From an optimization exercise on the open Yosys and OpenROAD flow, aimed at small area; shortcuts taken in it are not production practice.
No run shown here included a check of the RTL's function; only the layout flow was run.
Power and IR drop assume default switching activity.

==> flow/design.v (outline; a module is shown in full before it is edited, if it fits) <==
// module custom_alu_top: 28 lines
// module custom_alu: 382 lines
// module custom_alu_row0: 10 lines
// module custom_alu_row1: 12 lines
// module custom_alu_row2: 14 lines
// module custom_alu_row3: 16 lines
// module custom_alu_row4: 32 lines
// module custom_alu_row5: 36 lines
// module custom_alu_row6: 44 lines
// module custom_alu_row7: 48 lines
// module custom_alu_row8: 54 lines
// module custom_alu_row9: 58 lines
// module custom_alu_row10: 66 lines
// module custom_alu_row11: 70 lines
// module custom_alu_row12: 76 lines
// module custom_alu_row13: 80 lines
// module custom_alu_row14: 90 lines
// module custom_alu_row15: 94 lines
// module custom_alu_row16: 100 lines
// module custom_alu_row17: 104 lines
// module custom_alu_row18: 112 lines
// module custom_alu_row19: 116 lines
// module custom_alu_row20: 122 lines
// module custom_alu_row21: 126 lines
// module custom_alu_row22: 136 lines
// module custom_alu_row23: 140 lines
// module custom_alu_row24: 146 lines
// module custom_alu_row25: 150 lines
// module custom_alu_row26: 158 lines
// module custom_alu_row27: 162 lines
// module custom_alu_row28: 168 lines
// module custom_alu_row29: 172 lines
// module custom_alu_row30: 184 lines
// module custom_alu_pg: 4 lines
// module custom_alu_go_nnp_p: 3 lines
// module custom_alu_go_ppp_p: 3 lines
// module custom_alu_gp_nnnn_p: 4 lines
// module custom_alu_gp_pppp_n: 4 lines
module custom_alu_top(
    input             CLK,
    input      [31:0] RA,
    input      [31:0] RB,
    input      [4:0]  ALU_OP,
    output reg [31:0] Y,
    output reg        C
    );
  // ...
==> flow/run.sh <==
#!/bin/bash
# synth_recipe.tcl (not shown) runs the flow's synth.tcl, then flattens the netlist and writes it again
# the make line also repeats each setting of config.mk as NAME=value (left out here)
make -C /OpenROAD-flow-scripts/flow DESIGN_CONFIG=/design/flow/config.mk WORK_HOME=/design/flow/orfs CLKGATE_MAP_FILE= SYNTH_SCRIPT=/design/flow/synth_recipe.tcl finish
==> flow/config.mk <==
export PLATFORM = sky130hd
export DESIGN_NAME = custom_alu_top
export DESIGN_NICKNAME = custom_alu_top
export VERILOG_FILES = /design/flow/design.v
export SDC_FILE = /design/flow/constraint.sdc
export NUM_CORES = 4
export LEC_CHECK = 0
export CAP_MARGIN = 20
export CORE_MARGIN = 2
export CORE_UTILIZATION = 40
export CTS_CLUSTER_DIAMETER = 60
export CTS_CLUSTER_SIZE = 10
export SLEW_MARGIN = 20
export SYNTH_HIERARCHICAL = 1
==> flow/constraint.sdc <==
create_clock -name core_clock -period 75.0 [get_ports {CLK}]
set_input_delay 15.0000 -clock core_clock [delete_from_list [all_inputs] [get_ports {CLK}]]
set_output_delay 15.0000 -clock core_clock [all_outputs]
set_load 0.01 [all_outputs]
==> results by group, run 1 <==
Setup path
  • Crit path buffers/inverters: 50
  • Reg2Reg Depth: 325
  • Critical Path Source Type: flop
  • Slowest Stage Delay on Critical Path: 820 ps

Drt
  • Highest metal used: met5

Layout
  • Share of layout cells above drive strength 1: 15.50%
  • Diodes inserted: 1
  • Largest registers: Y (32), ra_q (32), rb_q (32)
  • FILL cells: 8,191
  • Fin area: 35,340 µm²

Timing
  • Final Hold Fails: 0
  • Slew Viols, Final: 0
  • Min Hold Slack: 907.7 ps

Power and ir drop
  • Net Switching: 0.0004906 W
  • Pwr Density: 25.37 nW/µm²
  • Overall Power: 0.0008967 W
  • Clk. pwr: 0.0000523 W

Min path
  • Worst min-delay path class: reg -> reg

Status
  • Outcome: timing/DRC/antenna clean

Clock network
  • Post-CTS Hold Fix Bufs: 0
  • H-tree depth: 3
  • Total CTS buffers: 9

Synth
  • Post-synthesis simple-gate area fraction: 11.18%
  • Compound-Gate Fraction of Synth Area: 26.99%
  • Synthesized area per cell: 8.447 µm²
  • Share of the synthesized area in the top cell type: 19.72%

Floorplan
  • Die Wd: 291.2 µm
  • # Taps: 1,070

Placed design
  • Post-DP HPWL: 94.02 mm
  • Placed cell areas: 34,990 µm²

Global route
  • Largest net degree at the start of global routing: 57
  • Vias in the first global route: 28,209
  • Met3 usage: 4.764%
==> module custom_alu_row4, before the edit <==
module custom_alu_row4(input [4:0] x, input [4:0] y, input ci, input ms, input en, output [4:0] r, output qo);
    wire [5:0] a_p, a_g;
    assign a_p[0] = 1'b0;
    assign a_g[0] = ci;
    custom_alu_pg a_pg0 (.a(x[0]), .b(y[0]), .p(a_p[1]), .g(a_g[1]));
    custom_alu_pg a_pg1 (.a(x[1]), .b(y[1]), .p(a_p[2]), .g(a_g[2]));
    custom_alu_pg a_pg2 (.a(x[2]), .b(y[2]), .p(a_p[3]), .g(a_g[3]));
    custom_alu_pg a_pg3 (.a(x[3]), .b(y[3]), .p(a_p[4]), .g(a_g[4]));
    custom_alu_pg a_pg4 (.a(x[4]), .b(y[4]), .p(a_p[5]), .g(a_g[5]));
    wire a_G0_1;
    custom_alu_go_ppp_p a_G0_1_u (.gh(a_g[1]), .ph(a_p[1]), .gl(a_g[0]), .g(a_G0_1));
    wire a_G0_3, a_P0_3;
    custom_alu_gp_pppp_n a_G0_3_u (.gh(a_g[3]), .ph(a_p[3]), .gl(a_g[2]), .pl(a_p[2]), .g(a_G0_3), .p(a_P0_3));
    wire a_G0_5, a_P0_5;
    custom_alu_gp_pppp_n a_G0_5_u (.gh(a_g[5]), .ph(a_p[5]), .gl(a_g[4]), .pl(a_p[4]), .g(a_G0_5), .p(a_P0_5));
    wire a_G1_3;
    custom_alu_go_nnp_p a_G1_3_u (.gh(a_G0_3), .ph(a_P0_3), .gl(a_G0_1), .g(a_G1_3));
    wire a_G2_5;
    custom_alu_go_nnp_p a_G2_5_u (.gh(a_G0_5), .ph(a_P0_5), .gl(a_G1_3), .g(a_G2_5));
    wire a_G3_2;
    custom_alu_go_ppp_p a_G3_2_u (.gh(a_g[2]), .ph(a_p[2]), .gl(a_G0_1), .g(a_G3_2));
    wire a_G3_4;
    custom_alu_go_ppp_p a_G3_4_u (.gh(a_g[4]), .ph(a_p[4]), .gl(a_G1_3), .g(a_G3_4));
    wire a_s0 = a_p[1] ^ a_g[0];
    wire a_s1 = a_p[2] ^ a_G0_1;
    wire a_s2 = a_p[3] ^ a_G3_2;
    wire a_s3 = a_p[4] ^ a_G1_3;
    wire a_s4 = a_p[5] ^ a_G3_4;
    assign qo = en & ~(a_G2_5);
    wire sel = ms | qo;
    assign r = ~(sel ? {a_s4, a_s3, a_s2, a_s1, a_s0} : x);    
endmodule
==> module custom_alu_row5, before the edit <==
module custom_alu_row5(input [5:0] x, input [5:0] y, input ci, input ms, input en, output [5:0] r, output qo);
    wire [6:0] a_p, a_g;
    assign a_p[0] = 1'b0;
    assign a_g[0] = ci;
    custom_alu_pg a_pg0 (.a(x[0]), .b(y[0]), .p(a_p[1]), .g(a_g[1]));
    custom_alu_pg a_pg1 (.a(x[1]), .b(y[1]), .p(a_p[2]), .g(a_g[2]));
    custom_alu_pg a_pg2 (.a(x[2]), .b(y[2]), .p(a_p[3]), .g(a_g[3]));
    custom_alu_pg a_pg3 (.a(x[3]), .b(y[3]), .p(a_p[4]), .g(a_g[4]));
    custom_alu_pg a_pg4 (.a(x[4]), .b(y[4]), .p(a_p[5]), .g(a_g[5]));
    custom_alu_pg a_pg5 (.a(x[5]), .b(y[5]), .p(a_p[6]), .g(a_g[6]));
    wire a_G0_1;
    custom_alu_go_ppp_p a_G0_1_u (.gh(a_g[1]), .ph(a_p[1]), .gl(a_g[0]), .g(a_G0_1));
    wire a_G0_3, a_P0_3;
    custom_alu_gp_pppp_n a_G0_3_u (.gh(a_g[3]), .ph(a_p[3]), .gl(a_g[2]), .pl(a_p[2]), .g(a_G0_3), .p(a_P0_3));
    wire a_G0_5, a_P0_5;
    custom_alu_gp_pppp_n a_G0_5_u (.gh(a_g[5]), .ph(a_p[5]), .gl(a_g[4]), .pl(a_p[4]), .g(a_G0_5), .p(a_P0_5));
    wire a_G1_3;
    custom_alu_go_nnp_p a_G1_3_u (.gh(a_G0_3), .ph(a_P0_3), .gl(a_G0_1), .g(a_G1_3));
    wire a_G2_5;
    custom_alu_go_nnp_p a_G2_5_u (.gh(a_G0_5), .ph(a_P0_5), .gl(a_G1_3), .g(a_G2_5));
    wire a_G3_2;
    custom_alu_go_ppp_p a_G3_2_u (.gh(a_g[2]), .ph(a_p[2]), .gl(a_G0_1), .g(a_G3_2));
    wire a_G3_4;
    custom_alu_go_ppp_p a_G3_4_u (.gh(a_g[4]), .ph(a_p[4]), .gl(a_G1_3), .g(a_G3_4));
    wire a_G3_6;
    custom_alu_go_ppp_p a_G3_6_u (.gh(a_g[6]), .ph(a_p[6]), .gl(a_G2_5), .g(a_G3_6));
    wire a_s0 = a_p[1] ^ a_g[0];
    wire a_s1 = a_p[2] ^ a_G0_1;
    wire a_s2 = a_p[3] ^ a_G3_2;
    wire a_s3 = a_p[4] ^ a_G1_3;
    wire a_s4 = a_p[5] ^ a_G3_4;
    wire a_s5 = a_p[6] ^ a_G2_5;
    assign qo = en & (a_G3_6);
    wire sel = ms | qo;
    assign r = ~(sel ? {a_s5, a_s4, a_s3, a_s2, a_s1, a_s0} : x);    
endmodule
==> run 2, diff against run 1 <==
--- a/flow/design.v
+++ b/flow/design.v
@@ -463,72 +463,42 @@
     assign r = ~(sel ? {a_s[3], a_s[2], a_s[1], a_s[0]} : x);    
 endmodule
 module custom_alu_row4(input [4:0] x, input [4:0] y, input ci, input ms, input en, output [4:0] r, output qo);
-    wire [5:0] a_p, a_g;
-    assign a_p[0] = 1'b0;
-    assign a_g[0] = ci;
-    custom_alu_pg a_pg0 (.a(x[0]), .b(y[0]), .p(a_p[1]), .g(a_g[1]));
-    custom_alu_pg a_pg1 (.a(x[1]), .b(y[1]), .p(a_p[2]), .g(a_g[2]));
-    custom_alu_pg a_pg2 (.a(x[2]), .b(y[2]), .p(a_p[3]), .g(a_g[3]));
-    custom_alu_pg a_pg3 (.a(x[3]), .b(y[3]), .p(a_p[4]), .g(a_g[4]));
-    custom_alu_pg a_pg4 (.a(x[4]), .b(y[4]), .p(a_p[5]), .g(a_g[5]));
-    wire a_G0_1;
-    custom_alu_go_ppp_p a_G0_1_u (.gh(a_g[1]), .ph(a_p[1]), .gl(a_g[0]), .g(a_G0_1));
-    wire a_G0_3, a_P0_3;
-    custom_alu_gp_pppp_n a_G0_3_u (.gh(a_g[3]), .ph(a_p[3]), .gl(a_g[2]), .pl(a_p[2]), .g(a_G0_3), .p(a_P0_3));
-    wire a_G0_5, a_P0_5;
-    custom_alu_gp_pppp_n a_G0_5_u (.gh(a_g[5]), .ph(a_p[5]), .gl(a_g[4]), .pl(a_p[4]), .g(a_G0_5), .p(a_P0_5));
-    wire a_G1_3;
-    custom_alu_go_nnp_p a_G1_3_u (.gh(a_G0_3), .ph(a_P0_3), .gl(a_G0_1), .g(a_G1_3));
-    wire a_G2_5;
-    custom_alu_go_nnp_p a_G2_5_u (.gh(a_G0_5), .ph(a_P0_5), .gl(a_G1_3), .g(a_G2_5));
-    wire a_G3_2;
-    custom_alu_go_ppp_p a_G3_2_u (.gh(a_g[2]), .ph(a_p[2]), .gl(a_G0_1), .g(a_G3_2));
-    wire a_G3_4;
-    custom_alu_go_ppp_p a_G3_4_u (.gh(a_g[4]), .ph(a_p[4]), .gl(a_G1_3), .g(a_G3_4));
-    wire a_s0 = a_p[1] ^ a_g[0];
-    wire a_s1 = a_p[2] ^ a_G0_1;
-    wire a_s2 = a_p[3] ^ a_G3_2;
-    wire a_s3 = a_p[4] ^ a_G1_3;
-    wire a_s4 = a_p[5] ^ a_G3_4;
-    assign qo = en & ~(a_G2_5);
+    wire [5:0] a_c;
+    wire [4:0] a_s;
+    assign a_c[0] = ci;
+    assign a_s[0] = x[0] ^ y[0] ^ a_c[0];
+    assign a_c[1] = (x[0] & y[0]) | (a_c[0] & (x[0] ^ y[0]));
+    assign a_s[1] = x[1] ^ y[1] ^ a_c[1];
+    assign a_c[2] = (x[1] & y[1]) | (a_c[1] & (x[1] ^ y[1]));
+    assign a_s[2] = x[2] ^ y[2] ^ a_c[2];
+    assign a_c[3] = (x[2] & y[2]) | (a_c[2] & (x[2] ^ y[2]));
+    assign a_s[3] = x[3] ^ y[3] ^ a_c[3];
+    assign a_c[4] = (x[3] & y[3]) | (a_c[3] & (x[3] ^ y[3]));
+    assign a_s[4] = x[4] ^ y[4] ^ a_c[4];
+    assign a_c[5] = (x[4] & y[4]) | (a_c[4] & (x[4] ^ y[4]));
+    assign qo = en & ~(a_c[5]);
     wire sel = ms | qo;
-    assign r = ~(sel ? {a_s4, a_s3, a_s2, a_s1, a_s0} : x);    
+    assign r = ~(sel ? {a_s[4], a_s[3], a_s[2], a_s[1], a_s[0]} : x);    
 endmodule
 module custom_alu_row5(input [5:0] x, input [5:0] y, input ci, input ms, input en, output [5:0] r, output qo);
-    wire [6:0] a_p, a_g;
-    assign a_p[0] = 1'b0;
-    assign a_g[0] = ci;
-    custom_alu_pg a_pg0 (.a(x[0]), .b(y[0]), .p(a_p[1]), .g(a_g[1]));
-    custom_alu_pg a_pg1 (.a(x[1]), .b(y[1]), .p(a_p[2]), .g(a_g[2]));
-    custom_alu_pg a_pg2 (.a(x[2]), .b(y[2]), .p(a_p[3]), .g(a_g[3]));
-    custom_alu_pg a_pg3 (.a(x[3]), .b(y[3]), .p(a_p[4]), .g(a_g[4]));
-    custom_alu_pg a_pg4 (.a(x[4]), .b(y[4]), .p(a_p[5]), .g(a_g[5]));
-    custom_alu_pg a_pg5 (.a(x[5]), .b(y[5]), .p(a_p[6]), .g(a_g[6]));
-    wire a_G0_1;
-    custom_alu_go_ppp_p a_G0_1_u (.gh(a_g[1]), .ph(a_p[1]), .gl(a_g[0]), .g(a_G0_1));
-    wire a_G0_3, a_P0_3;
-    custom_alu_gp_pppp_n a_G0_3_u (.gh(a_g[3]), .ph(a_p[3]), .gl(a_g[2]), .pl(a_p[2]), .g(a_G0_3), .p(a_P0_3));
-    wire a_G0_5, a_P0_5;
-    custom_alu_gp_pppp_n a_G0_5_u (.gh(a_g[5]), .ph(a_p[5]), .gl(a_g[4]), .pl(a_p[4]), .g(a_G0_5), .p(a_P0_5));
-    wire a_G1_3;
-    custom_alu_go_nnp_p a_G1_3_u (.gh(a_G0_3), .ph(a_P0_3), .gl(a_G0_1), .g(a_G1_3));
-    wire a_G2_5;
-    custom_alu_go_nnp_p a_G2_5_u (.gh(a_G0_5), .ph(a_P0_5), .gl(a_G1_3), .g(a_G2_5));
-    wire a_G3_2;
-    custom_alu_go_ppp_p a_G3_2_u (.gh(a_g[2]), .ph(a_p[2]), .gl(a_G0_1), .g(a_G3_2));
-    wire a_G3_4;
-    custom_alu_go_ppp_p a_G3_4_u (.gh(a_g[4]), .ph(a_p[4]), .gl(a_G1_3), .g(a_G3_4));
-    wire a_G3_6;
-    custom_alu_go_ppp_p a_G3_6_u (.gh(a_g[6]), .ph(a_p[6]), .gl(a_G2_5), .g(a_G3_6));
-    wire a_s0 = a_p[1] ^ a_g[0];
-    wire a_s1 = a_p[2] ^ a_G0_1;
-    wire a_s2 = a_p[3] ^ a_G3_2;
-    wire a_s3 = a_p[4] ^ a_G1_3;
-    wire a_s4 = a_p[5] ^ a_G3_4;
-    wire a_s5 = a_p[6] ^ a_G2_5;
-    assign qo = en & (a_G3_6);
+    wire [6:0] a_c;
+    wire [5:0] a_s;
+    assign a_c[0] = ci;
+    assign a_s[0] = x[0] ^ y[0] ^ a_c[0];
+    assign a_c[1] = (x[0] & y[0]) | (a_c[0] & (x[0] ^ y[0]));
+    assign a_s[1] = x[1] ^ y[1] ^ a_c[1];
+    assign a_c[2] = (x[1] & y[1]) | (a_c[1] & (x[1] ^ y[1]));
+    assign a_s[2] = x[2] ^ y[2] ^ a_c[2];
+    assign a_c[3] = (x[2] & y[2]) | (a_c[2] & (x[2] ^ y[2]));
+    assign a_s[3] = x[3] ^ y[3] ^ a_c[3];
+    assign a_c[4] = (x[3] & y[3]) | (a_c[3] & (x[3] ^ y[3]));
+    assign a_s[4] = x[4] ^ y[4] ^ a_c[4];
+    assign a_c[5] = (x[4] & y[4]) | (a_c[4] & (x[4] ^ y[4]));
+    assign a_s[5] = x[5] ^ y[5] ^ a_c[5];
+    assign a_c[6] = (x[5] & y[5]) | (a_c[5] & (x[5] ^ y[5]));
+    assign qo = en & (a_c[6]);
     wire sel = ms | qo;
-    assign r = ~(sel ? {a_s5, a_s4, a_s3, a_s2, a_s1, a_s0} : x);    
+    assign r = ~(sel ? {a_s[5], a_s[4], a_s[3], a_s[2], a_s[1], a_s[0]} : x);    
 endmodule
 module custom_alu_row6(input [6:0] x, input [6:0] y, input ci, input ms, input en, output [6:0] r, output qo);
     wire [7:0] a_p, a_g;
==> run 2 against run 1 <==
- area after synthesis is 0.32% lower
- critical path type unchanged
- still clean on timing, DRC and antenna
- clock-buffer cell count stayed put
- synthesized cell count is 0.44% lower
==> results by group, run 2 <==
Setup path
  • R2r endpoint: C (unchanged)
  • Most frequent CP cell: o21ai_2 (unchanged)
  • Reg2Reg Depth: 322 (was 325)
  • Flop-to-flop setup slack: 5020 ps (was 5100 ps)
  • WP data required: 75,250 ps (about the same)
  • Critical Path AT: 70,230 ps (was 70,160 ps)
  • Crit path buffers/inverters: 48 (was 50)
  • Setup crit end kind: flop (unchanged)
  • Critical Path Source Type: flop (unchanged)
  • Slowest Stage Delay on Critical Path: 760 ps (was 820 ps)
  • Delay-heaviest family, CP: compound AO/OA/AOI/OAI gates (unchanged)
  • Worst path slowest cell: dfxtp_1 (was a21oi_4)
  • Crit path max fanout: 54 (unchanged)
  • R2r startpoint: op_q[2] (unchanged)
  • Setup CP Type: reg -> reg (unchanged)

Timing
  • Final Cycle Share: 93.31% (was 93.21%)
  • Final setup vio count: 0 (unchanged)
  • Layout Skew: 19.10 ps (was 24.87 ps)
  • Slew @ Worst Pin: 1123 ps (was 1225 ps)
  • Slew Viols, Final: 0 (unchanged)
  • RSZ-0062 raised after global routing: false (unchanged)
  • Final Hold Fails: 0 (unchanged)
  • Final worst setup slack: 5019 ps (was 5096 ps)
  • Rel. slew slack: 24.55% (was 17.86%)
  • TNS Setup: 0 ps (unchanged)
  • Fin crit period: 69,980 ps (was 69,900 ps)
  • Fmax: 14.29 MHz (was 14.31 MHz)

Synth
  • Share of the synthesized area in the top cell type: 19.36% (was 19.72%)
  • Ys async rst share: 0% (unchanged)
  • Post-synthesis mux area share: 16.13% (was 16.06%)
  • Post-synth EDFFs: 0 (unchanged)
  • Flip-flop and latch count after synthesis: 102 (unchanged)
  • Synth warn: 8 (unchanged)
  • Synth top area cells: ha_1, mux2i_1, xor2_1, a21o_1, a21oi_2 (unchanged)
  • Top post-synthesis cells by count: mux2i_1, ha_1, xor2_1 (unchanged)
  • Seq/Total Area, Yosys: 6.209% (was 6.189%)
  • Post-synthesis cell type count: 76 (was 75)
  • Area share of fa/ha/maj cells after synthesis: 20.64% (was 20.33%)
  • Post-synthesis simple-gate area fraction: 11.09% (was 11.18%)
  • Netlist Area Pre-Place: 32,890 µm² (was 32,990 µm²)
  • Biggest area consumer among synthesized cells: ha_1 (unchanged)
  • Synth Area in XOR/XNOR: 13.56% (was 13.80%)
  • Synth Instances: 3,889 (was 3,906)
  • Synthesized area per cell: 8.457 µm² (was 8.447 µm²)
  • Most instantiated library cell after synthesis: mux2i_1 (unchanged)
  • Top_reg_cell synth: dfxtp_1 (unchanged)
  • Syn Nets: 4,489 (was 4,506)
  • Compound-Gate Fraction of Synth Area: 26.76% (was 26.99%)
  • Largest family of logic cells by synthesized area: compound AO/OA/AOI/OAI gates (unchanged)

Placed design
  • DP Worst Slack: 2910 ps (was 4823 ps)
  • Port Buf Inserts: 102 (unchanged)
  • Placer Congestion: 1.010 (was 1.012)
  • Post-DP HPWL: 94.15 mm (was 94.02 mm)

Floorplan
  • Die height: 290.7 µm (was 291.2 µm)
  • Die Area: 84,530 µm² (was 84,790 µm²)
  • Initial Util: 40.25% (was 40.31%)
  • Core area: 81,720 µm² (was 81,850 µm²)
  • # rows: 105 (unchanged)
  • I/O pins: 103 (unchanged)
  • Die Wd: 290.7 µm (was 291.2 µm)

Power and ir drop
  • Leakage power: 20.02 nW (was 20.15 nW)
  • Max IR drop VDD: 0.01210 mV (was 0.01174 mV)
  • Overall Power: 0.0008926 W (was 0.0008967 W)
  • Pwr Density: 25.33 nW/µm² (was 25.37 nW/µm²)

Clock network
  • Sink Count: 102 (unchanged)
  • Clock Tree Buf Depth: 2 (unchanged)
  • Worst-path clk slew: 100 ps (about the same)
  • Post-CTS Hold Fix Bufs: 0 (unchanged)
  • Clock latency on the worst-skew pair: 390 ps (was 400 ps)
  • H-tree depth: 3 (unchanged)
  • CTS tree: built (unchanged)
  • CTS Root Cell: clkbuf_16 (unchanged)
  • Total CTS buffers: 9 (unchanged)

Status
  • Outcome: timing/DRC/antenna clean (unchanged)

Global route
  • Vias in the first global route: 28,089 (was 28,209)
  • Largest net degree at the start of global routing: 55 (was 57)
  • Wire length of the first global-routing pass: 176.2 mm (was 175.5 mm)
  • GRT Total Usage: 27.33% (was 27.12%)
  • Antenna violations before repair: 4 (was 6)
  • GRT overflow: 0 (unchanged)

Layout
  • Synth-to-Final Area Change: 7.164% (was 7.114%)
  • Commonest non-fill, non-tap cell in the layout: mux2i_1 (unchanged)
  • Commonest non-fill, non-tap cells in the layout: mux2i_1, ha_1, xor2_1 (unchanged)
  • Share of layout cells above drive strength 1: 15.54% (was 15.50%)
  • Largest registers: Y (32), ra_q (32), rb_q (32) (unchanged)
  • Nets: 4,558 (was 4,575)

Drt
  • Number of DRC markers in iteration 0: 2,713 (was 3,087)
  • Vias/cell: 5.934 (was 5.907)
  • First-pass DRT Iterations: 6 (was 8)
  • DRC viols: 0 (unchanged)
  • Antenna-violating nets left: 0 (unchanged)
  • Avg WL per Cell: 23.97 µm (was 23.59 µm)
  • Routed WL: 120.7 mm (was 119.1 mm)
  • Via count: 29,877 (was 29,836)

Min path
  • Min-delay src: rb_q[26] (was ra_q[27])
  • Worst min-delay path class: reg -> reg (unchanged)
  • Hold endpoint: Y[26] (was Y[27])
  • Hold path cells: 3 (was 4)

Job
  • Max_cap viols: 0 (unchanged)
## run 2: how the worst max path moves through the flow
stage / slack [ps] / start / to / depth (start not counted)
6_report: 5020 / op_q[2] / C / 322
3_3_place_gp: 4100 / op_q[2] / C / 322
4_1_cts: 2800 / op_q[2] / C / 322
3_5_place_dp: 2910 / op_q[2] / C / 322
5_1_grt: 200 / op_q[2] / C / 322
2_1_floorplan: 18320 / op_q[4] / C / 343
## run 2: per-stage QoR
step,hold slack (ps),instances,util (%),instance area (µm²)
2_1_floorplan,632.9,3889,-,32890
3_5_place_dp,896.9,5010,42.65,34850
3_3_place_gp,903.8,5010,42.65,34850
6_report,936.7,5035,43.13,35240
4_1_cts,910.5,5026,43.02,35150
5_1_grt,939.1,5033,43.12,35240
## run 2: area by class of cell
| cell class | instances | area, µm² |
|---|---|---|
| Antenna cell | 2 | 5.005 |
| Sequential cell | 102 | 2043 |
| Clock buffer | 9 | 225.2 |
| Fill cell | 8324 | 46470 |
| Tap cell | 1070 | 1339 |
| Timing Repair Buffer | 169 | 1524 |
| Inverter | 233 | 874.6 |
| Multi-Input combinational cell | 3443 | 29160 |
| Clock inverter | 7 | 77.57 |
## run 2: cell families after synthesis
family | Yosys count
XOR/XNOR | 509
buffers and inverters | 350
AO/OA/AOI/OAI | 1126
adder cells (fa/ha/maj) | 530
flip-flops | 102
AND/OR/NAND/NOR | 744
multiplexers | 528
## run 2: layer usage
| layer | up-vias | routed length [µm] | GRT usage [%] |
|---|---|---|---|
| li1 | 14276 | - | - |
| met3 | 281 | 10420 | 5.476 |
| met2 | 1171 | 51610 | 42.51 |
| met1 | 14143 | 53460 | 36.93 |
| met4 | 6 | 5171 | 10.56 |
| met5 | - | 43 | 0 |
## run 2: Yosys stat by module (local to each module, per instance), a selection
module                times used  cells inside  flops+latches  cell area (µm²)
custom_alu_gp_nnnn_p         100             2              0            8.758
custom_alu_pg                507             1              0            12.51
custom_alu_row11               1            27              0            269.0
custom_alu_row17               1            40              0            385.4
custom_alu_row18               1            41              0            410.4
custom_alu_row24               1            54              0            543.0
custom_alu_row6                1            16              0            165.2
custom_alu_row7                1            18              0            173.9
## run 2: worst register-to-register path, delay by kind of cell, from the launching register on
kind | cells | cell delay [ps]
flops | 1 | 760
mux | 31 | 9160
compound gates | 148 | 30930
simple gates | 54 | 10480
fa+ha+maj | 41 | 14010
buf+inv | 48 | 4440
## run 2: where the power goes
| group | switching (W) | internal, W |
|---|---|---|
| clock network | 0.0000255 | 0.0000236 |
| registers | 0.00000817 | 0.0000646 |
| logic | 0.000455 | 0.000316 |
| total | 0.000489 | 0.000404 |
## run 2: what timing repair did
action | CTS | global route
gates resized for setup | 0 | 3
setup endpoints to repair | 0 | 30
buffers inserted | 0 | 1
==> module custom_alu_row6, before the edit <==
module custom_alu_row6(input [6:0] x, input [6:0] y, input ci, input ms, input en, output [6:0] r, output qo);
    wire [7:0] a_p, a_g;
    assign a_p[0] = 1'b0;
    assign a_g[0] = ci;
    custom_alu_pg a_pg0 (.a(x[0]), .b(y[0]), .p(a_p[1]), .g(a_g[1]));
    custom_alu_pg a_pg1 (.a(x[1]), .b(y[1]), .p(a_p[2]), .g(a_g[2]));
    custom_alu_pg a_pg2 (.a(x[2]), .b(y[2]), .p(a_p[3]), .g(a_g[3]));
    custom_alu_pg a_pg3 (.a(x[3]), .b(y[3]), .p(a_p[4]), .g(a_g[4]));
    custom_alu_pg a_pg4 (.a(x[4]), .b(y[4]), .p(a_p[5]), .g(a_g[5]));
    custom_alu_pg a_pg5 (.a(x[5]), .b(y[5]), .p(a_p[6]), .g(a_g[6]));
    custom_alu_pg a_pg6 (.a(x[6]), .b(y[6]), .p(a_p[7]), .g(a_g[7]));
    wire a_G0_1;
    custom_alu_go_ppp_p a_G0_1_u (.gh(a_g[1]), .ph(a_p[1]), .gl(a_g[0]), .g(a_G0_1));
    wire a_G0_3, a_P0_3;
    custom_alu_gp_pppp_n a_G0_3_u (.gh(a_g[3]), .ph(a_p[3]), .gl(a_g[2]), .pl(a_p[2]), .g(a_G0_3), .p(a_P0_3));
    wire a_G0_5, a_P0_5;
    custom_alu_gp_pppp_n a_G0_5_u (.gh(a_g[5]), .ph(a_p[5]), .gl(a_g[4]), .pl(a_p[4]), .g(a_G0_5), .p(a_P0_5));
    wire a_G0_7, a_P0_7;
    custom_alu_gp_pppp_n a_G0_7_u (.gh(a_g[7]), .ph(a_p[7]), .gl(a_g[6]), .pl(a_p[6]), .g(a_G0_7), .p(a_P0_7));
    wire a_G1_3;
    custom_alu_go_nnp_p a_G1_3_u (.gh(a_G0_3), .ph(a_P0_3), .gl(a_G0_1), .g(a_G1_3));
    wire a_G1_7, a_P1_7;
    custom_alu_gp_nnnn_p a_G1_7_u (.gh(a_G0_7), .ph(a_P0_7), .gl(a_G0_5), .pl(a_P0_5), .g(a_G1_7), .p(a_P1_7));
    wire a_G2_7;
    custom_alu_go_ppp_p a_G2_7_u (.gh(a_G1_7), .ph(a_P1_7), .gl(a_G1_3), .g(a_G2_7));
    wire a_G3_5;
    custom_alu_go_nnp_p a_G3_5_u (.gh(a_G0_5), .ph(a_P0_5), .gl(a_G1_3), .g(a_G3_5));
    wire a_G4_2;
    custom_alu_go_ppp_p a_G4_2_u (.gh(a_g[2]), .ph(a_p[2]), .gl(a_G0_1), .g(a_G4_2));
    wire a_G4_4;
    custom_alu_go_ppp_p a_G4_4_u (.gh(a_g[4]), .ph(a_p[4]), .gl(a_G1_3), .g(a_G4_4));
    wire a_G4_6;
    custom_alu_go_ppp_p a_G4_6_u (.gh(a_g[6]), .ph(a_p[6]), .gl(a_G3_5), .g(a_G4_6));
    wire a_s0 = a_p[1] ^ a_g[0];
    wire a_s1 = a_p[2] ^ a_G0_1;
    wire a_s2 = a_p[3] ^ a_G4_2;
    wire a_s3 = a_p[4] ^ a_G1_3;
    wire a_s4 = a_p[5] ^ a_G4_4;
    wire a_s5 = a_p[6] ^ a_G3_5;
    wire a_s6 = a_p[7] ^ a_G4_6;
    assign qo = en & ~(a_G2_7);
    wire sel = ms | qo;
    assign r = ~(sel ? {a_s6, a_s5, a_s4, a_s3, a_s2, a_s1, a_s0} : x);    
endmodule
==> module custom_alu_row7, before the edit <==
module custom_alu_row7(input [7:0] x, input [7:0] y, input ci, input ms, input en, output [7:0] r, output qo);
    wire [8:0] a_p, a_g;
    assign a_p[0] = 1'b0;
    assign a_g[0] = ci;
    custom_alu_pg a_pg0 (.a(x[0]), .b(y[0]), .p(a_p[1]), .g(a_g[1]));
    custom_alu_pg a_pg1 (.a(x[1]), .b(y[1]), .p(a_p[2]), .g(a_g[2]));
    custom_alu_pg a_pg2 (.a(x[2]), .b(y[2]), .p(a_p[3]), .g(a_g[3]));
    custom_alu_pg a_pg3 (.a(x[3]), .b(y[3]), .p(a_p[4]), .g(a_g[4]));
    custom_alu_pg a_pg4 (.a(x[4]), .b(y[4]), .p(a_p[5]), .g(a_g[5]));
    custom_alu_pg a_pg5 (.a(x[5]), .b(y[5]), .p(a_p[6]), .g(a_g[6]));
    custom_alu_pg a_pg6 (.a(x[6]), .b(y[6]), .p(a_p[7]), .g(a_g[7]));
    custom_alu_pg a_pg7 (.a(x[7]), .b(y[7]), .p(a_p[8]), .g(a_g[8]));
    wire a_G0_1;
    custom_alu_go_ppp_p a_G0_1_u (.gh(a_g[1]), .ph(a_p[1]), .gl(a_g[0]), .g(a_G0_1));
    wire a_G0_3, a_P0_3;
    custom_alu_gp_pppp_n a_G0_3_u (.gh(a_g[3]), .ph(a_p[3]), .gl(a_g[2]), .pl(a_p[2]), .g(a_G0_3), .p(a_P0_3));
    wire a_G0_5, a_P0_5;
    custom_alu_gp_pppp_n a_G0_5_u (.gh(a_g[5]), .ph(a_p[5]), .gl(a_g[4]), .pl(a_p[4]), .g(a_G0_5), .p(a_P0_5));
    wire a_G0_7, a_P0_7;
    custom_alu_gp_pppp_n a_G0_7_u (.gh(a_g[7]), .ph(a_p[7]), .gl(a_g[6]), .pl(a_p[6]), .g(a_G0_7), .p(a_P0_7));
    wire a_G1_3;
    custom_alu_go_nnp_p a_G1_3_u (.gh(a_G0_3), .ph(a_P0_3), .gl(a_G0_1), .g(a_G1_3));
    wire a_G1_7, a_P1_7;
    custom_alu_gp_nnnn_p a_G1_7_u (.gh(a_G0_7), .ph(a_P0_7), .gl(a_G0_5), .pl(a_P0_5), .g(a_G1_7), .p(a_P1_7));
    wire a_G2_7;
    custom_alu_go_ppp_p a_G2_7_u (.gh(a_G1_7), .ph(a_P1_7), .gl(a_G1_3), .g(a_G2_7));
    wire a_G3_5;
    custom_alu_go_nnp_p a_G3_5_u (.gh(a_G0_5), .ph(a_P0_5), .gl(a_G1_3), .g(a_G3_5));
    wire a_G4_2;
    custom_alu_go_ppp_p a_G4_2_u (.gh(a_g[2]), .ph(a_p[2]), .gl(a_G0_1), .g(a_G4_2));
    wire a_G4_4;
    custom_alu_go_ppp_p a_G4_4_u (.gh(a_g[4]), .ph(a_p[4]), .gl(a_G1_3), .g(a_G4_4));
    wire a_G4_6;
    custom_alu_go_ppp_p a_G4_6_u (.gh(a_g[6]), .ph(a_p[6]), .gl(a_G3_5), .g(a_G4_6));
    wire a_G4_8;
    custom_alu_go_ppp_p a_G4_8_u (.gh(a_g[8]), .ph(a_p[8]), .gl(a_G2_7), .g(a_G4_8));
    wire a_s0 = a_p[1] ^ a_g[0];
    wire a_s1 = a_p[2] ^ a_G0_1;
    wire a_s2 = a_p[3] ^ a_G4_2;
    wire a_s3 = a_p[4] ^ a_G1_3;
    wire a_s4 = a_p[5] ^ a_G4_4;
    wire a_s5 = a_p[6] ^ a_G3_5;
    wire a_s6 = a_p[7] ^ a_G4_6;
    wire a_s7 = a_p[8] ^ a_G2_7;
    assign qo = en & (a_G4_8);
    wire sel = ms | qo;
    assign r = ~(sel ? {a_s7, a_s6, a_s5, a_s4, a_s3, a_s2, a_s1, a_s0} : x);    
endmodule
==> run 3, diff against run 2 <==
--- a/flow/design.v
+++ b/flow/design.v
@@ -501,96 +501,50 @@
     assign r = ~(sel ? {a_s[5], a_s[4], a_s[3], a_s[2], a_s[1], a_s[0]} : x);    
 endmodule
 module custom_alu_row6(input [6:0] x, input [6:0] y, input ci, input ms, input en, output [6:0] r, output qo);
-    wire [7:0] a_p, a_g;
-    assign a_p[0] = 1'b0;
-    assign a_g[0] = ci;
-    custom_alu_pg a_pg0 (.a(x[0]), .b(y[0]), .p(a_p[1]), .g(a_g[1]));
-    custom_alu_pg a_pg1 (.a(x[1]), .b(y[1]), .p(a_p[2]), .g(a_g[2]));
-    custom_alu_pg a_pg2 (.a(x[2]), .b(y[2]), .p(a_p[3]), .g(a_g[3]));
-    custom_alu_pg a_pg3 (.a(x[3]), .b(y[3]), .p(a_p[4]), .g(a_g[4]));
-    custom_alu_pg a_pg4 (.a(x[4]), .b(y[4]), .p(a_p[5]), .g(a_g[5]));
-    custom_alu_pg a_pg5 (.a(x[5]), .b(y[5]), .p(a_p[6]), .g(a_g[6]));
-    custom_alu_pg a_pg6 (.a(x[6]), .b(y[6]), .p(a_p[7]), .g(a_g[7]));
-    wire a_G0_1;
-    custom_alu_go_ppp_p a_G0_1_u (.gh(a_g[1]), .ph(a_p[1]), .gl(a_g[0]), .g(a_G0_1));
-    wire a_G0_3, a_P0_3;
-    custom_alu_gp_pppp_n a_G0_3_u (.gh(a_g[3]), .ph(a_p[3]), .gl(a_g[2]), .pl(a_p[2]), .g(a_G0_3), .p(a_P0_3));
-    wire a_G0_5, a_P0_5;
-    custom_alu_gp_pppp_n a_G0_5_u (.gh(a_g[5]), .ph(a_p[5]), .gl(a_g[4]), .pl(a_p[4]), .g(a_G0_5), .p(a_P0_5));
-    wire a_G0_7, a_P0_7;
-    custom_alu_gp_pppp_n a_G0_7_u (.gh(a_g[7]), .ph(a_p[7]), .gl(a_g[6]), .pl(a_p[6]), .g(a_G0_7), .p(a_P0_7));
-    wire a_G1_3;
-    custom_alu_go_nnp_p a_G1_3_u (.gh(a_G0_3), .ph(a_P0_3), .gl(a_G0_1), .g(a_G1_3));
-    wire a_G1_7, a_P1_7;
-    custom_alu_gp_nnnn_p a_G1_7_u (.gh(a_G0_7), .ph(a_P0_7), .gl(a_G0_5), .pl(a_P0_5), .g(a_G1_7), .p(a_P1_7));
-    wire a_G2_7;
-    custom_alu_go_ppp_p a_G2_7_u (.gh(a_G1_7), .ph(a_P1_7), .gl(a_G1_3), .g(a_G2_7));
-    wire a_G3_5;
-    custom_alu_go_nnp_p a_G3_5_u (.gh(a_G0_5), .ph(a_P0_5), .gl(a_G1_3), .g(a_G3_5));
-    wire a_G4_2;
-    custom_alu_go_ppp_p a_G4_2_u (.gh(a_g[2]), .ph(a_p[2]), .gl(a_G0_1), .g(a_G4_2));
-    wire a_G4_4;
-    custom_alu_go_ppp_p a_G4_4_u (.gh(a_g[4]), .ph(a_p[4]), .gl(a_G1_3), .g(a_G4_4));
-    wire a_G4_6;
-    custom_alu_go_ppp_p a_G4_6_u (.gh(a_g[6]), .ph(a_p[6]), .gl(a_G3_5), .g(a_G4_6));
-    wire a_s0 = a_p[1] ^ a_g[0];
-    wire a_s1 = a_p[2] ^ a_G0_1;
-    wire a_s2 = a_p[3] ^ a_G4_2;
-    wire a_s3 = a_p[4] ^ a_G1_3;
-    wire a_s4 = a_p[5] ^ a_G4_4;
-    wire a_s5 = a_p[6] ^ a_G3_5;
-    wire a_s6 = a_p[7] ^ a_G4_6;
-    assign qo = en & ~(a_G2_7);
+    wire [7:0] a_c;
+    wire [6:0] a_s;
+    assign a_c[0] = ci;
+    assign a_s[0] = x[0] ^ y[0] ^ a_c[0];
+    assign a_c[1] = (x[0] & y[0]) | (a_c[0] & (x[0] ^ y[0]));
+    assign a_s[1] = x[1] ^ y[1] ^ a_c[1];
+    assign a_c[2] = (x[1] & y[1]) | (a_c[1] & (x[1] ^ y[1]));
+    assign a_s[2] = x[2] ^ y[2] ^ a_c[2];
+    assign a_c[3] = (x[2] & y[2]) | (a_c[2] & (x[2] ^ y[2]));
+    assign a_s[3] = x[3] ^ y[3] ^ a_c[3];
+    assign a_c[4] = (x[3] & y[3]) | (a_c[3] & (x[3] ^ y[3]));
+    assign a_s[4] = x[4] ^ y[4] ^ a_c[4];
+    assign a_c[5] = (x[4] & y[4]) | (a_c[4] & (x[4] ^ y[4]));
+    assign a_s[5] = x[5] ^ y[5] ^ a_c[5];
+    assign a_c[6] = (x[5] & y[5]) | (a_c[5] & (x[5] ^ y[5]));
+    assign a_s[6] = x[6] ^ y[6] ^ a_c[6];
+    assign a_c[7] = (x[6] & y[6]) | (a_c[6] & (x[6] ^ y[6]));
+    assign qo = en & ~(a_c[7]);
     wire sel = ms | qo;
-    assign r = ~(sel ? {a_s6, a_s5, a_s4, a_s3, a_s2, a_s1, a_s0} : x);    
+    assign r = ~(sel ? {a_s[6], a_s[5], a_s[4], a_s[3], a_s[2], a_s[1], a_s[0]} : x);    
 endmodule
 module custom_alu_row7(input [7:0] x, input [7:0] y, input ci, input ms, input en, output [7:0] r, output qo);
-    wire [8:0] a_p, a_g;
-    assign a_p[0] = 1'b0;
-    assign a_g[0] = ci;
-    custom_alu_pg a_pg0 (.a(x[0]), .b(y[0]), .p(a_p[1]), .g(a_g[1]));
-    custom_alu_pg a_pg1 (.a(x[1]), .b(y[1]), .p(a_p[2]), .g(a_g[2]));
-    custom_alu_pg a_pg2 (.a(x[2]), .b(y[2]), .p(a_p[3]), .g(a_g[3]));
-    custom_alu_pg a_pg3 (.a(x[3]), .b(y[3]), .p(a_p[4]), .g(a_g[4]));
-    custom_alu_pg a_pg4 (.a(x[4]), .b(y[4]), .p(a_p[5]), .g(a_g[5]));
-    custom_alu_pg a_pg5 (.a(x[5]), .b(y[5]), .p(a_p[6]), .g(a_g[6]));
-    custom_alu_pg a_pg6 (.a(x[6]), .b(y[6]), .p(a_p[7]), .g(a_g[7]));
-    custom_alu_pg a_pg7 (.a(x[7]), .b(y[7]), .p(a_p[8]), .g(a_g[8]));
-    wire a_G0_1;
-    custom_alu_go_ppp_p a_G0_1_u (.gh(a_g[1]), .ph(a_p[1]), .gl(a_g[0]), .g(a_G0_1));
-    wire a_G0_3, a_P0_3;
-    custom_alu_gp_pppp_n a_G0_3_u (.gh(a_g[3]), .ph(a_p[3]), .gl(a_g[2]), .pl(a_p[2]), .g(a_G0_3), .p(a_P0_3));
-    wire a_G0_5, a_P0_5;
-    custom_alu_gp_pppp_n a_G0_5_u (.gh(a_g[5]), .ph(a_p[5]), .gl(a_g[4]), .pl(a_p[4]), .g(a_G0_5), .p(a_P0_5));
-    wire a_G0_7, a_P0_7;
-    custom_alu_gp_pppp_n a_G0_7_u (.gh(a_g[7]), .ph(a_p[7]), .gl(a_g[6]), .pl(a_p[6]), .g(a_G0_7), .p(a_P0_7));
-    wire a_G1_3;
-    custom_alu_go_nnp_p a_G1_3_u (.gh(a_G0_3), .ph(a_P0_3), .gl(a_G0_1), .g(a_G1_3));
-    wire a_G1_7, a_P1_7;
-    custom_alu_gp_nnnn_p a_G1_7_u (.gh(a_G0_7), .ph(a_P0_7), .gl(a_G0_5), .pl(a_P0_5), .g(a_G1_7), .p(a_P1_7));
-    wire a_G2_7;
-    custom_alu_go_ppp_p a_G2_7_u (.gh(a_G1_7), .ph(a_P1_7), .gl(a_G1_3), .g(a_G2_7));
-    wire a_G3_5;
-    custom_alu_go_nnp_p a_G3_5_u (.gh(a_G0_5), .ph(a_P0_5), .gl(a_G1_3), .g(a_G3_5));
-    wire a_G4_2;
-    custom_alu_go_ppp_p a_G4_2_u (.gh(a_g[2]), .ph(a_p[2]), .gl(a_G0_1), .g(a_G4_2));
-    wire a_G4_4;
-    custom_alu_go_ppp_p a_G4_4_u (.gh(a_g[4]), .ph(a_p[4]), .gl(a_G1_3), .g(a_G4_4));
-    wire a_G4_6;
-    custom_alu_go_ppp_p a_G4_6_u (.gh(a_g[6]), .ph(a_p[6]), .gl(a_G3_5), .g(a_G4_6));
-    wire a_G4_8;
-    custom_alu_go_ppp_p a_G4_8_u (.gh(a_g[8]), .ph(a_p[8]), .gl(a_G2_7), .g(a_G4_8));
-    wire a_s0 = a_p[1] ^ a_g[0];
-    wire a_s1 = a_p[2] ^ a_G0_1;
-    wire a_s2 = a_p[3] ^ a_G4_2;
-    wire a_s3 = a_p[4] ^ a_G1_3;
-    wire a_s4 = a_p[5] ^ a_G4_4;
-    wire a_s5 = a_p[6] ^ a_G3_5;
-    wire a_s6 = a_p[7] ^ a_G4_6;
-    wire a_s7 = a_p[8] ^ a_G2_7;
-    assign qo = en & (a_G4_8);
+    wire [8:0] a_c;
+    wire [7:0] a_s;
+    assign a_c[0] = ci;
+    assign a_s[0] = x[0] ^ y[0] ^ a_c[0];
+    assign a_c[1] = (x[0] & y[0]) | (a_c[0] & (x[0] ^ y[0]));
+    assign a_s[1] = x[1] ^ y[1] ^ a_c[1];
+    assign a_c[2] = (x[1] & y[1]) | (a_c[1] & (x[1] ^ y[1]));
+    assign a_s[2] = x[2] ^ y[2] ^ a_c[2];
+    assign a_c[3] = (x[2] & y[2]) | (a_c[2] & (x[2] ^ y[2]));
+    assign a_s[3] = x[3] ^ y[3] ^ a_c[3];
+    assign a_c[4] = (x[3] & y[3]) | (a_c[3] & (x[3] ^ y[3]));
+    assign a_s[4] = x[4] ^ y[4] ^ a_c[4];
+    assign a_c[5] = (x[4] & y[4]) | (a_c[4] & (x[4] ^ y[4]));
+    assign a_s[5] = x[5] ^ y[5] ^ a_c[5];
+    assign a_c[6] = (x[5] & y[5]) | (a_c[5] & (x[5] ^ y[5]));
+    assign a_s[6] = x[6] ^ y[6] ^ a_c[6];
+    assign a_c[7] = (x[6] & y[6]) | (a_c[6] & (x[6] ^ y[6]));
+    assign a_s[7] = x[7] ^ y[7] ^ a_c[7];
+    assign a_c[8] = (x[7] & y[7]) | (a_c[7] & (x[7] ^ y[7]));
+    assign qo = en & (a_c[8]);
     wire sel = ms | qo;
-    assign r = ~(sel ? {a_s7, a_s6, a_s5, a_s4, a_s3, a_s2, a_s1, a_s0} : x);    
+    assign r = ~(sel ? {a_s[7], a_s[6], a_s[5], a_s[4], a_s[3], a_s[2], a_s[1], a_s[0]} : x);    
 endmodule
 module custom_alu_row8(input [8:0] x, input [8:0] y, input ci, input ms, input en, output [8:0] r, output qo);
     wire [9:0] a_p, a_g;
==> run 3 against run 2 <==
- die area decreased by 0.44%
- sequential power up 1%
- combinational power down 0.6%
- hold slack worse by 21 ps
- wire length grew 0.99%
- largest cell class unchanged
==> results by group, run 3 <==
Timing
  • Fin crit period: 70,620 ps (was 69,980 ps)
  • Final Cycle Share: 94.15% (was 93.31%)
  • Final Hold Fails: 0 (unchanged)
  • Final worst setup slack: 4385 ps (was 5019 ps)
  • Final setup vio count: 0 (unchanged)
  • Rel. slew slack: 17.49% (was 24.55%)
  • Fmax: 14.16 MHz (was 14.29 MHz)
  • Slew Viols, Final: 0 (unchanged)
  • Slew @ Worst Pin: 1230 ps (was 1123 ps)
  • Layout Skew: 42.07 ps (was 19.10 ps)

Drt
  • DRC viols: 0 (unchanged)
  • First-pass DRT Iterations: 8 (was 6)
  • Number of DRC markers in iteration 0: 2,995 (was 2,713)
  • Antenna-violating nets left: 0 (unchanged)
  • Via count: 30,016 (was 29,877)
  • Avg WL per Cell: 24.17 µm (was 23.97 µm)
  • Vias/cell: 5.952 (was 5.934)
  • Routed WL: 121.9 mm (was 120.7 mm)

Synth
  • Post-synth EDFFs: 0 (unchanged)
  • Syn Nets: 4,464 (was 4,489)
  • Netlist Area Pre-Place: 32,740 µm² (was 32,890 µm²)
  • Top post-synthesis cells by count: mux2i_1, ha_1, xor2_1 (unchanged)
  • Synthesized area per cell: 8.473 µm² (was 8.457 µm²)
  • Most instantiated library cell after synthesis: mux2i_1 (unchanged)
  • Synth Instances: 3,864 (was 3,889)
  • Flip-flop and latch count after synthesis: 102 (unchanged)
  • Seq/Total Area, Yosys: 6.237% (was 6.209%)
  • Share of the synthesized area in the top cell type: 18.88% (was 19.36%)
  • Post-synthesis cell type count: 76 (unchanged)
  • Top_reg_cell synth: dfxtp_1 (unchanged)
  • Biggest area consumer among synthesized cells: ha_1 (unchanged)
  • Ys async rst share: 0% (unchanged)
  • Synth top area cells: ha_1, mux2i_1, xor2_1, a21o_1, a21oi_2 (unchanged)
  • Synth warn: 8 (unchanged)

Clock network
  • Sink Count: 102 (unchanged)
  • CTS Root Cell: clkbuf_16 (unchanged)
  • Clock latency on the worst-skew pair: 420 ps (was 390 ps)
  • CTS tree: built (unchanged)
  • Clock Tree Buf Depth: 2 (unchanged)
  • Total CTS buffers: 9 (unchanged)
  • H-tree depth: 3 (unchanged)
  • Worst-path clk slew: 100 ps (about the same)

Layout
  • Nets: 4,576 (was 4,558)
  • Commonest non-fill, non-tap cells in the layout: mux2i_1, ha_1, xor2_1 (unchanged)
  • Synth-to-Final Area Change: 8.564% (was 7.164%)
  • Commonest non-fill, non-tap cell in the layout: mux2i_1 (unchanged)
  • Share of layout cells above drive strength 1: 16.58% (was 15.54%)
  • Largest registers: Y (32), ra_q (32), rb_q (32) (unchanged)
  • Final std cells w/o fill: 5,043 (was 5,035)

Global route
  • Vias in the first global route: 27,902 (was 28,089)
  • Wire length of the first global-routing pass: 177.2 mm (was 176.2 mm)
  • Largest net degree at the start of global routing: 49 (was 55)
  • GRT overflow: 0 (unchanged)
  • GRT Total Usage: 27.68% (was 27.33%)
  • Antenna violations before repair: 7 (was 4)

Power and ir drop
  • Max IR drop VDD: 0.01756 mV (was 0.01210 mV)
  • Pwr Density: 25.11 nW/µm² (was 25.33 nW/µm²)
  • Overall Power: 0.0008924 W (was 0.0008926 W)
  • Leakage power: 20.12 nW (was 20.02 nW)

Setup path
  • Setup CP Type: reg -> reg (unchanged)
  • Worst path slowest cell: dfxtp_1 (unchanged)
  • Reg2Reg Depth: 339 (was 322)
  • Most frequent CP cell: o21ai_2 (unchanged)
  • Flop-to-flop setup slack: 4380 ps (was 5020 ps)
  • WP data required: 75,290 ps (was 75,250 ps)
  • Setup crit end kind: flop (unchanged)
  • Critical Path Source Type: flop (unchanged)
  • R2r endpoint: C (unchanged)
  • Crit path max fanout: 36 (was 54)
  • Critical Path AT: 70,910 ps (was 70,230 ps)
  • R2r startpoint: op_q[4] (was op_q[2])
  • Slowest Stage Delay on Critical Path: 580 ps (was 760 ps)

Floorplan
  • Die Wd: 290.1 µm (was 290.7 µm)
  • Die height: 290.1 µm (was 290.7 µm)
  • Die Area: 84,160 µm² (was 84,530 µm²)
  • Initial Util: 40.52% (was 40.25%)
  • I/O pins: 103 (unchanged)
  • Core area: 80,810 µm² (was 81,720 µm²)
  • # rows: 104 (was 105)

Placed design
  • Placer Congestion: 1.004 (was 1.010)
  • Post-DP HPWL: 94.57 mm (was 94.15 mm)
  • Port Buf Inserts: 102 (unchanged)
  • DP Worst Slack: 394.1 ps (was 2910 ps)
  • Cells after DPL: 4,980 (was 5,010)

Min path
  • Worst min-delay path class: reg -> reg (unchanged)
  • Min-delay src: ra_q[30] (was rb_q[26])
  • Hold path cells: 3 (unchanged)
  • Hold endpoint: Y[30] (was Y[26])

Status
  • Outcome: timing/DRC/antenna clean (unchanged)

Job
  • Max_cap viols: 0 (unchanged)
==> run 3: changes by cell type after synthesis, moves of 4 or more <==
| cell | previous run | this run |
|---|---|---|
| a21o_1 | 344 | 333 |
| xor2_1 | 488 | 473 |
| fa_1 | 21 | 36 |
| mux2_2 | 6 | 16 |
| ha_1 | 509 | 494 |
| nand2_1 | 390 | 384 |
| a21oi_2 | 271 | 265 |
| o21ai_2 | 164 | 160 |
| inv_1 | 233 | 254 |
| mux2i_1 | 518 | 508 |
==> run 3: power by group <==
group	total (W)	internal, W	switching [W]
Clock	0.0000530	0.0000264	0.0000266
Sequential	0.0000737	0.0000647	0.00000909
Combinational	0.000766	0.000314	0.000452
Total	0.000892	0.000405	0.000488
==> run 3: area by class of cell <==
cell class | count | area [µm²]
Antenna cell | 2 | 5.005
Fill cell | 8005 | 45260
Tap cell | 1060 | 1326
Inverter | 254 | 953.4
Clock buffer | 9 | 225.2
Multi-Input combinational cell | 3400 | 28990
Timing Repair Buffer | 209 | 1919
Clock inverter | 7 | 81.33
Sequential cell | 102 | 2044
==> run 3: metal layers <==
layer,up-vias,track usage (%),routed length (µm)
li1,14254,-,-
met1,14208,37.59,53950
met2,1270,42.96,52290
met3,280,5.124,10340
met4,4,11.20,5293
met5,-,0,27
==> run 3: cells by family after synthesis <==
logic type	synth area share, %
buffers and inverters	5.885
AND/OR/NAND/NOR	10.96
multiplexers	16.24
flip-flops	6.237
XOR/XNOR	13.22
adder cells (fa/ha/maj)	21.08
AO/OA/AOI/OAI	26.38
==> run 3: stage by stage <==
step / area [µm²] / hold WS [ps] / setup TNS [ps] / util (%)
global route: 35540 / 960.3 / -64.36 / 43.98
global placement: 34720 / 874.7 / 0 / 42.97
detailed placement: 34720 / 874.1 / 0 / 42.97
floorplan: 32740 / 632.9 / 0 / -
CTS: 35030 / 857.2 / 0 / 43.35
finish: 35540 / 915.5 / 0 / 43.99
==> run 3: repair_timing <==
| action | CTS | global route |
|---|---|---|
| hold buffers | 0 | 0 |
| buffers inserted | 0 | 35 |
| endpoints found under the setup margin | 0 | 33 |
| gates resized for setup | 0 | 7 |
==> run 3: worst max-delay path: cells and delay by family (launching register included) <==
kind / cells / cell delay (ps)
AND/OR/NAND/NOR: 52 / 9430
AO/OA/AOI/OAI: 142 / 28140
adder cells (fa/ha/maj): 52 / 16260
multiplexers: 31 / 9130
buffers and inverters: 62 / 6720
flip-flops: 1 / 580
==> run 3: how the worst max path moves through the flow <==
stage | cells past startpoint | from | to | slack [ps]
final | 339 | op_q[4] | C | 4380
after global routing | 337 | op_q[4] | C | -60
after CTS | 326 | op_q[3] | C | 180
after detailed placement | 326 | op_q[3] | C | 390
after global placement | 331 | op_q[3] | C | 1780
after floorplan | 351 | op_q[4] | C | 15740
==> run 3: modules after synthesis (local to each module, per instance), a selection <==
module / cell area, µm² / cells / flip-flops and latches
custom_alu_row27: 593.1 / 61 / 0
custom_alu_row20: 459.2 / 46 / 0
custom_alu_row7: 315.3 / 30 / 0
custom_alu_row12: 297.8 / 29 / 0
custom_alu_row3: 163.9 / 14 / 0
custom_alu_go_nnp_p: 12.51 / 2 / 0
custom_alu_go_ppp_p: 7.507 / 1 / 0

separate check: timing with driven ports:
In the flow no input, the clock included, has a driving cell. The finished layouts below were timed again as built, in two steps. Step 1 sets driving cells, clkbuf_16 on the clock port and buf_2 on the other inputs (assumed; they add their load-dependent delay and slew). Step 2, shift: input delay + t, output delay - t, t = (earliest + latest rising clock arrival at the registers) / 2. This alone moves slack from input paths to output paths. Slacks: no drivers / after step 1 / after step 2; pairs: no drivers / after step 1.
run	shift t [ns]	setup slack, ns	worst setup path at the end	worst register clock-pin slew, ns	worst data-port slew with drivers (ns)
run 1	0.443	5.096 / 5.096 / 5.096	register to register	0.11 / 0.11	0.05
run 2	0.434	5.019 / 5.019 / 5.019	register to register	0.10 / 0.10	0.05
run 3	0.466	4.385 / 4.385 / 4.385	register to register	0.12 / 0.12	0.05
After both steps setup and hold are still met in every run listed.
